Background: an optimization exercise with open tools, aiming at a short achievable clock period and few clock cycles. Do not read the settings as production practice. In this exercise RTL edits were held to simulation tests only and were not proved equivalent to the original. No driver is modelled on the clock port, so clock power and skew are understated where the tree is cut down; a real chip needs a root buffer or a tree. Power figures rest on the tool's default switching activity, not on a simulated workload.

==> inputs of build 6 <==
## cpu_sc_part
module cpu_sc_part (
    input         clk,
    input         reset,
    output [9:0]  imem_addr,
    input  [31:0] imem_rdata,
    output [9:0]  dmem_addr,
    output [31:0] dmem_wdata,
    output        dmem_we,
    input  [31:0] dmem_rdata
);
export LEC_CHECK = 0
export CAP_MARGIN = 20
export CELL_PAD_IN_SITES_DETAIL_PLACEMENT = 1
export CELL_PAD_IN_SITES_GLOBAL_PLACEMENT = 1
export CORE_MARGIN = 2
export CORE_UTILIZATION = 40
export SLEW_MARGIN = 20
create_clock -name core_clock -period 9.0 [get_ports {clk}]
standard.sh (not shown) runs the stock make flow with config.mk's settings and CLKGATE_MAP_FILE= SYNTH_SCRIPT=/design/flow/synth_recipe.tcl, a recipe that flattens the netlist after the stock synthesis.
==> flow/flow/run.sh <==
#!/bin/bash
# The standard layout with two changes:
#  - the clock tree is built by flow/mycts.tcl (clock port -> 4 buffers ->
#    leaf buffers -> flip-flops) instead of TritonCTS, through ORFS's
#    PRE_CTS_TCL hook (flow/cts_hook.tcl);
#  - timing repair aims at a setup slack of SETUP_MARGIN ns at the design's
#    clock period.
# ORFS writes each step's log under orfs/logs/; the make output goes to
# standard_flow.log.
set -euo pipefail
here=$(pwd)
export MYCTS_LEAF=22 MYCTS_MID=4 MYCTS_ROOT=0
SETUP_MARGIN=6.4
bash standard.sh SETUP_SLACK_MARGIN=$SETUP_MARGIN PRE_CTS_TCL=$here/flow/cts_hook.tcl finish > standard_flow.log 2>&1
Other scripts of this flow, unchanged in this note and not shown: flow/flow/cts_hook.tcl, flow/flow/mycts.tcl
==> build 4 (differences from build 6) <==
--- a/flow/design.v
+++ b/flow/design.v
@@ -305,28 +305,25 @@
     reg         d_sub;
     reg  [31:0] d_immi;
     reg  [11:0] d_imma;
     reg  [31:0] d_r1;        
     reg  [31:0] d_r2;
     reg         d_1s, d_1l, d_1m, d_1w, d_1r;
     reg         d_2s, d_2l, d_2m, d_2w, d_2r, d_2i;
     reg         d_3s, d_3l, d_3m, d_3w, d_3r;
-    reg         d_l1s, d_l1e, d_l2s, d_l2e;
-    reg         d_qn, d_qa, d_qb, d_qc;
-    reg         d_qs;
     reg         e_wr;
     reg  [4:0]  e_rd;
     reg         e_ld;
     reg         e_add;
     reg         e_lg;
     reg         e_and;
-    reg  [31:0] e_p;
-    reg  [31:0] e_g;
-    reg         e_cin;
+    reg  [31:0] e_p;         
+    reg  [31:0] e_g;         
+    reg         e_cin;       
     reg         w_wr;
     reg  [4:0]  w_rd;
     reg  [31:0] w_res;
     reg  [9:0]  p_addr;
     reg         p_we;
     reg  [31:0] p_wdata;
     reg  [31:0] rf [1:31];
     wire [31:0] f_ins = imem_rdata;
@@ -336,17 +333,16 @@
     wire [4:0]  f_rs1 = f_ins[19:15];
     wire [4:0]  f_rs2 = f_ins[24:20];
     wire f_isr = (f_op == 7'b0110011);
     wire f_isi = (f_op == 7'b0010011);
     wire f_isl = (f_op == 7'b0000011);
     wire f_iss = (f_op == 7'b0100011);
     wire f_and = (f_isr & ~f_ins[30] & (f_f3 == 3'b111)) | (f_isi & (f_f3 == 3'b111));
     wire f_or  =  f_isr & ~f_ins[30] & (f_f3 == 3'b110);
-    wire f_lg  =  f_and | f_or;
     wire f_r1 = r_wr & (r_rd == f_rs1);
     wire f_d1 = d_wr & (d_rd == f_rs1);
     wire f_e1 = e_wr & (e_rd == f_rs1);
     wire f_r2 = r_wr & (r_rd == f_rs2);
     wire f_d2 = d_wr & (d_rd == f_rs2);
     wire f_e2 = e_wr & (e_rd == f_rs2);
     wire f_stall = (f_isl | f_iss) & f_r1 & r_isl;
     wire [31:0] k_g [0:5];
@@ -364,57 +360,37 @@
                     assign k_g[gl+1][gi] = k_g[gl][gi];
                     assign k_p[gl+1][gi] = k_p[gl][gi];
                 end
             end
         end
     endgenerate
     wire [31:0] x_c   = k_g[5] | (k_p[5] & {32{e_cin}});
     wire [31:0] x_sum = e_p ^ {x_c[30:0], e_cin};
-    wire [31:0] x_lg  = e_and ? (e_p & e_g) : (e_p | e_g);
+    wire [31:0] x_lg  = e_and ? e_g : (e_p | e_g);
     wire [31:0] x_ld  = dmem_rdata;
     wire [31:0] x_res = ({32{e_add}} & x_sum) |
                         ({32{e_lg}}  & x_lg)  |
                         ({32{e_ld}}  & x_ld);
     reg  [31:0] r_rf1, r_rf2;
     integer j;
     always @(*) begin
         r_rf1 = 32'd0;
         r_rf2 = 32'd0;
         for (j = 1; j < 32; j = j + 1) begin
             r_rf1 = r_rf1 | ({32{r_s1[j]}} & rf[j]);
             r_rf2 = r_rf2 | ({32{r_s2[j]}} & rf[j]);
         end
     end
-    wire [31:0] d_ea = ({32{d_1l}} & x_lg) | ({32{d_1m}} & x_ld) |
+    wire [31:0] d_e1 = ({32{d_1l}} & x_lg) | ({32{d_1m}} & x_ld) |
                        ({32{d_1w}} & w_res) | ({32{d_1r}} & d_r1);
-    wire [31:0] d_eb = ({32{d_2l}} & x_lg) | ({32{d_2m}} & x_ld) |
+    wire [31:0] d_v1 = d_1s ? x_sum : d_e1;
+    wire [31:0] d_e2 = ({32{d_2l}} & x_lg) | ({32{d_2m}} & x_ld) |
                        ({32{d_2w}} & w_res) | ({32{d_2r}} & d_r2) | ({32{d_2i}} & d_immi);
-    wire [31:0] d_sb = {32{d_sub}};
-    wire [31:0] d_bx = d_eb ^ d_sb;              
-    wire [31:0] d_aw = ({32{d_1w}} & w_res) | ({32{d_1r}} & d_r1);
-    wire [31:0] d_bw = (({32{d_2w}} & w_res) | ({32{d_2r}} & d_r2) |
-                        ({32{d_2i}} & d_immi)) ^ d_sb;
-    wire [31:0] e_gc = {e_g[30:0], e_cin};
-    wire [31:0] q_as = e_p ^ e_gc ^ d_bw;
-    wire [31:0] q_ac = (e_p & e_gc) | (e_p & d_bw) | (e_gc & d_bw);
-    wire [31:0] q_bp = e_p ^ d_sb;
-    wire [31:0] q_bg = e_gc ^ d_sb;
-    wire [31:0] q_bs = d_aw ^ q_bp ^ q_bg;
-    wire [31:0] q_bc = (d_aw & q_bp) | (d_aw & q_bg) | (q_bp & q_bg);
-    wire [31:0] d_x  = ({32{d_qa}} & q_as) | ({32{d_qb}} & q_bs) |
-                       ({32{d_qc & ~d_sub}} & {e_p[30:0], 1'b0});
-    wire [31:0] d_y  = ({32{d_qa}} & {q_ac[30:0], 1'b0}) |
-                       ({32{d_qb}} & {q_bc[30:0], d_sub}) |
-                       ({32{d_qc & ~d_sub}} & {e_gc[30:0], 1'b0});
-    wire        d_ci = d_sub & ~d_qc;
-    wire [31:0] n_p  = ({32{d_l1s}} & x_sum) | ({32{d_l1e}} & d_ea) |
-                       ({32{d_qn}} & (d_ea ^ d_bx)) | ({32{d_qs}} & (d_x ^ d_y));
-    wire [31:0] n_g  = ({32{d_l2s}} & x_sum) | ({32{d_l2e}} & d_eb) |
-                       ({32{d_qn}} & (d_ea & d_bx)) | ({32{d_qs}} & (d_x & d_y));
+    wire [31:0] d_bx = d_2s ? (x_sum ^ {32{d_sub}}) : (d_e2 ^ {32{d_sub}});
     wire [31:0] d_v3 = ({32{d_3s}} & x_sum) | ({32{d_3l}} & x_lg) | ({32{d_3m}} & x_ld) |
                        ({32{d_3w}} & w_res) | ({32{d_3r}} & d_r2);
     wire [11:0] a_rf = add12(d_r1[11:0], d_imma);
     wire [11:0] a_w  = add12(w_res[11:0], d_imma);
     wire [11:0] a_lg = add12(x_lg[11:0], d_imma);
     wire [11:0] s_cs = e_p[11:0] ^ {e_g[10:0], e_cin} ^ d_imma;
     wire [11:0] c_cs = (e_p[11:0] & {e_g[10:0], e_cin}) |
                        (e_p[11:0] & d_imma) |
@@ -485,33 +461,24 @@
         d_sub  <= r_sub;
         d_immi <= r_immi;
         d_imma <= r_imma;
         d_r1   <= r_b1 ? w_res : r_rf1;
         d_r2   <= r_b2 ? w_res : r_rf2;
         {d_1s, d_1l, d_1m, d_1w, d_1r} <= {r_1s, r_1l, r_1m, r_1w, r_1r};
         {d_2s, d_2l, d_2m, d_2w, d_2r, d_2i} <= {r_2s, r_2l, r_2m, r_2w, r_2r, r_2i};
         {d_3s, d_3l, d_3m, d_3w, d_3r} <= {r_3s, r_3l, r_3m, r_3w, r_3r};
-        d_l1s  <=  r_lg &  r_1s;
-        d_l1e  <=  r_lg & ~r_1s;
-        d_l2s  <=  r_lg &  r_2s;
-        d_l2e  <=  r_lg & ~r_2s;
-        d_qn   <= ~r_lg & ~r_1s & ~r_2s;
-        d_qs   <= ~r_lg & (r_1s | r_2s);
-        d_qa   <= ~r_lg &  r_1s & ~r_2s;
-        d_qb   <= ~r_lg & ~r_1s &  r_2s;
-        d_qc   <= ~r_lg &  r_1s &  r_2s;
         e_rd   <= d_rd;
         e_ld   <= d_isl;
         e_add  <= d_add;
         e_lg   <= d_lg;
         e_and  <= d_and;
-        e_p    <= n_p;
-        e_g    <= n_g;
-        e_cin  <= d_ci;
+        e_p    <= d_v1 ^ d_bx;
+        e_g    <= d_v1 & d_bx;
+        e_cin  <= d_sub;
         p_addr  <= d_addr;
         p_wdata <= d_v3;
         w_rd   <= e_rd;
         w_res  <= x_res;
     end
     integer i;
     always @(posedge clk) begin
         for (i = 1; i < 32; i = i + 1) begin
--- a/flow/flow/run.sh
+++ b/flow/flow/run.sh
@@ -5,10 +5,10 @@
 #    PRE_CTS_TCL hook (flow/cts_hook.tcl);
 #  - timing repair aims at a setup slack of SETUP_MARGIN ns at the design's
 #    clock period.
 # ORFS writes each step's log under orfs/logs/; the make output goes to
 # standard_flow.log.
 set -euo pipefail
 here=$(pwd)
 export MYCTS_LEAF=22 MYCTS_MID=4 MYCTS_ROOT=0
-SETUP_MARGIN=6.4
+SETUP_MARGIN=6.3
 bash standard.sh SETUP_SLACK_MARGIN=$SETUP_MARGIN PRE_CTS_TCL=$here/flow/cts_hook.tcl finish > standard_flow.log 2>&1
==> build 74 (differences from build 6) <==
--- a/flow/design.v
+++ b/flow/design.v
@@ -274,16 +274,17 @@
                 end
                 g = gn;
                 p = pn;
             end
             add12 = (a ^ b) ^ {g[10:0], 1'b0};
         end
     endfunction
     reg  [9:0]  pc;
+    reg  [31:0] ib;          
     reg         r_wr;        
     reg  [4:0]  r_rd;
     reg         r_isl;       
     reg         r_iss;       
     reg         r_add;       
     reg         r_lg;        
     reg         r_and;
     reg         r_sub;
@@ -324,36 +325,36 @@
     reg         e_cin;
     reg         w_wr;
     reg  [4:0]  w_rd;
     reg  [31:0] w_res;
     reg  [9:0]  p_addr;
     reg         p_we;
     reg  [31:0] p_wdata;
     reg  [31:0] rf [1:31];
-    wire [31:0] f_ins = imem_rdata;
-    wire [6:0]  f_op  = f_ins[6:0];
-    wire [4:0]  f_rd  = f_ins[11:7];
-    wire [2:0]  f_f3  = f_ins[14:12];
-    wire [4:0]  f_rs1 = f_ins[19:15];
-    wire [4:0]  f_rs2 = f_ins[24:20];
-    wire f_isr = (f_op == 7'b0110011);
-    wire f_isi = (f_op == 7'b0010011);
-    wire f_isl = (f_op == 7'b0000011);
-    wire f_iss = (f_op == 7'b0100011);
-    wire f_and = (f_isr & ~f_ins[30] & (f_f3 == 3'b111)) | (f_isi & (f_f3 == 3'b111));
-    wire f_or  =  f_isr & ~f_ins[30] & (f_f3 == 3'b110);
-    wire f_lg  =  f_and | f_or;
-    wire f_r1 = r_wr & (r_rd == f_rs1);
-    wire f_d1 = d_wr & (d_rd == f_rs1);
-    wire f_e1 = e_wr & (e_rd == f_rs1);
-    wire f_r2 = r_wr & (r_rd == f_rs2);
-    wire f_d2 = d_wr & (d_rd == f_rs2);
-    wire f_e2 = e_wr & (e_rd == f_rs2);
-    wire f_stall = (f_isl | f_iss) & f_r1 & r_isl;
+    wire [31:0] c_ins = ib;
+    wire [6:0]  c_op  = c_ins[6:0];
+    wire [4:0]  c_rd  = c_ins[11:7];
+    wire [2:0]  c_f3  = c_ins[14:12];
+    wire [4:0]  c_rs1 = c_ins[19:15];
+    wire [4:0]  c_rs2 = c_ins[24:20];
+    wire c_isr = (c_op == 7'b0110011);
+    wire c_isi = (c_op == 7'b0010011);
+    wire c_isl = (c_op == 7'b0000011);
+    wire c_iss = (c_op == 7'b0100011);
+    wire c_and = (c_isr & ~c_ins[30] & (c_f3 == 3'b111)) | (c_isi & (c_f3 == 3'b111));
+    wire c_or  =  c_isr & ~c_ins[30] & (c_f3 == 3'b110);
+    wire c_lg  =  c_and | c_or;
+    wire c_r1 = r_wr & (r_rd == c_rs1);
+    wire c_d1 = d_wr & (d_rd == c_rs1);
+    wire c_e1 = e_wr & (e_rd == c_rs1);
+    wire c_r2 = r_wr & (r_rd == c_rs2);
+    wire c_d2 = d_wr & (d_rd == c_rs2);
+    wire c_e2 = e_wr & (e_rd == c_rs2);
+    wire c_stall = (c_isl | c_iss) & c_r1 & r_isl;
     wire [31:0] k_g [0:5];
     wire [31:0] k_p [0:5];
     assign k_g[0] = e_g;
     assign k_p[0] = e_p;
     genvar gi, gl;
     generate
         for (gl = 0; gl < 5; gl = gl + 1) begin : ks_lvl
             for (gi = 0; gi < 32; gi = gi + 1) begin : ks_bit
@@ -421,67 +422,70 @@
                        ({e_g[10:0], e_cin} & d_imma);
     wire [11:0] a_ad = add12(s_cs, {c_cs[10:0], 1'b0});
     wire [9:0]  d_addr = ({10{d_1s}} & a_ad[11:2]) | ({10{d_1l}} & a_lg[11:2]) |
                          ({10{d_1w}} & a_w[11:2])  |
                          ({10{d_1r}} & a_rf[11:2]);
     always @(posedge clk) begin
         if (reset) begin
             pc    <= 10'd0;
+            ib    <= 32'd0;
             r_wr  <= 1'b0;
             r_iss <= 1'b0;
             d_wr  <= 1'b0;
             d_iss <= 1'b0;
             e_wr  <= 1'b0;
             w_wr  <= 1'b0;
             p_we  <= 1'b0;
         end else begin
-            if (!f_stall)
+            if (!c_stall) begin
                 pc <= pc + 10'd1;
-            r_wr  <= (f_isr | f_isi | f_isl) & (f_rd != 5'd0) & ~f_stall;
-            r_iss <= f_iss & ~f_stall;
+                ib <= imem_rdata;
+            end
+            r_wr  <= (c_isr | c_isi | c_isl) & (c_rd != 5'd0) & ~c_stall;
+            r_iss <= c_iss & ~c_stall;
             d_wr  <= r_wr;
             d_iss <= r_iss;
             e_wr  <= d_wr;
             w_wr  <= e_wr;
             p_we  <= d_iss;
         end
     end
     integer k;
     always @(posedge clk) begin
-        r_rd   <= f_rd;
-        r_isl  <= f_isl;
-        r_add  <= ~f_isl & ~f_and & ~f_or;
-        r_lg   <= f_and | f_or;
-        r_and  <= f_and;
-        r_sub  <= f_isr & f_ins[30] & (f_f3 == 3'b000);
-        r_immi <= {{20{f_ins[31]}}, f_ins[31:20]};
-        r_imma <= f_iss ? {f_ins[31:25], f_ins[11:7]} : f_ins[31:20];
+        r_rd   <= c_rd;
+        r_isl  <= c_isl;
+        r_add  <= ~c_isl & ~c_and & ~c_or;
+        r_lg   <= c_and | c_or;
+        r_and  <= c_and;
+        r_sub  <= c_isr & c_ins[30] & (c_f3 == 3'b000);
+        r_immi <= {{20{c_ins[31]}}, c_ins[31:20]};
+        r_imma <= c_iss ? {c_ins[31:25], c_ins[11:7]} : c_ins[31:20];
         for (k = 1; k < 32; k = k + 1) begin
-            r_s1[k] <= (f_rs1 == k);
-            r_s2[k] <= (f_rs2 == k);
+            r_s1[k] <= (c_rs1 == k);
+            r_s2[k] <= (c_rs2 == k);
         end
-        r_b1   <= f_e1;
-        r_b2   <= f_e2;
-        r_1s   <= f_r1 & r_add;
-        r_1l   <= f_r1 & r_lg;
-        r_1m   <= f_r1 & r_isl;
-        r_1w   <= ~f_r1 & f_d1;
-        r_1r   <= ~f_r1 & ~f_d1;
-        r_2s   <= ~f_isi & f_r2 & r_add;
-        r_2l   <= ~f_isi & f_r2 & r_lg;
-        r_2m   <= ~f_isi & f_r2 & r_isl;
-        r_2w   <= ~f_isi & ~f_r2 & f_d2;
-        r_2r   <= ~f_isi & ~f_r2 & ~f_d2;
-        r_2i   <= f_isi;
-        r_3s   <= f_r2 & r_add;
-        r_3l   <= f_r2 & r_lg;
-        r_3m   <= f_r2 & r_isl;
-        r_3w   <= ~f_r2 & f_d2;
-        r_3r   <= ~f_r2 & ~f_d2;
+        r_b1   <= c_e1;
+        r_b2   <= c_e2;
+        r_1s   <= c_r1 & r_add;
+        r_1l   <= c_r1 & r_lg;
+        r_1m   <= c_r1 & r_isl;
+        r_1w   <= ~c_r1 & c_d1;
+        r_1r   <= ~c_r1 & ~c_d1;
+        r_2s   <= ~c_isi & c_r2 & r_add;
+        r_2l   <= ~c_isi & c_r2 & r_lg;
+        r_2m   <= ~c_isi & c_r2 & r_isl;
+        r_2w   <= ~c_isi & ~c_r2 & c_d2;
+        r_2r   <= ~c_isi & ~c_r2 & ~c_d2;
+        r_2i   <= c_isi;
+        r_3s   <= c_r2 & r_add;
+        r_3l   <= c_r2 & r_lg;
+        r_3m   <= c_r2 & r_isl;
+        r_3w   <= ~c_r2 & c_d2;
+        r_3r   <= ~c_r2 & ~c_d2;
         d_rd   <= r_rd;
         d_isl  <= r_isl;
         d_add  <= r_add;
         d_lg   <= r_lg;
         d_and  <= r_and;
         d_sub  <= r_sub;
         d_immi <= r_immi;
         d_imma <= r_imma;
--- a/flow/flow/run.sh
+++ b/flow/flow/run.sh
@@ -5,10 +5,10 @@
 #    PRE_CTS_TCL hook (flow/cts_hook.tcl);
 #  - timing repair aims at a setup slack of SETUP_MARGIN ns at the design's
 #    clock period.
 # ORFS writes each step's log under orfs/logs/; the make output goes to
 # standard_flow.log.
 set -euo pipefail
 here=$(pwd)
 export MYCTS_LEAF=22 MYCTS_MID=4 MYCTS_ROOT=0
-SETUP_MARGIN=6.4
+SETUP_MARGIN=6.5
 bash standard.sh SETUP_SLACK_MARGIN=$SETUP_MARGIN PRE_CTS_TCL=$here/flow/cts_hook.tcl finish > standard_flow.log 2>&1
==> run summary <==
status finished clean; Startpoint Class input pin; FF-to-FF Start e_p[2]; slowest stage delay, CP 0.59 ns; Syn Nets 8560
That was build 6.
==> run summary <==
final WL 443100 um; largest net degree at the start of global routing 115; Syn Nets ~9000; FF-to-FF Start e_p[1]; slowest stage delay, CP 0.42 ns; Startpoint Class flop; status finished clean; Die ar. ~170000 sq um
That was build 74.
==> run summary <==
status finished clean; PwrDens 145.5 nW/um^2; FF-to-FF Start e_p[3]; Syn Nets 7921; final WL 413700 um; Startpoint Class flop; slowest stage delay, CP 0.37 ns
That was build 4.
Testbench counts of build 6, summed over its fixed seeds: cycles 31,255.
Testbench counts of build 4, summed over its fixed seeds: cycles 31,255.
Testbench counts of build 74, summed over its fixed seeds: cycles 31,319.
In every run of this note, the design's own scripts or RTL, not TritonCTS, make the clock network.

static timing again, ports no longer ideal:
Ports are ideal in the flow. The routed layouts listed here were re-timed in OpenROAD. Step 1 (the two cells are an assumption about what drives the block):
set clk [get_ports {clk}]
set_driving_cell -lib_cell sky130_fd_sc_hd__clkbuf_16 $clk
set_driving_cell -lib_cell sky130_fd_sc_hd__buf_2 [delete_from_list [all_inputs] $clk]
Step 2 also shifts input and output timing later by t, the mid clock arrival at the registers, as if the neighbouring blocks saw the same clock. Slacks: ideal ports / drivers / drivers and shift; pairs: ideal ports / drivers.
run	t, ns	slack for setup (ns)	cell pins on the clock port's net
build 6	0.764	6.040 / 5.939 / 5.423	4
build 4	0.769	6.041 / 5.909 / 5.456	4
build 74	0.766	6.073 / 5.949 / 5.485	4
After both steps setup and hold are still met in every run listed. The setup slack of build 6, which loses most, moves by -0.101 ns with the drivers and by -0.617 ns with both steps.
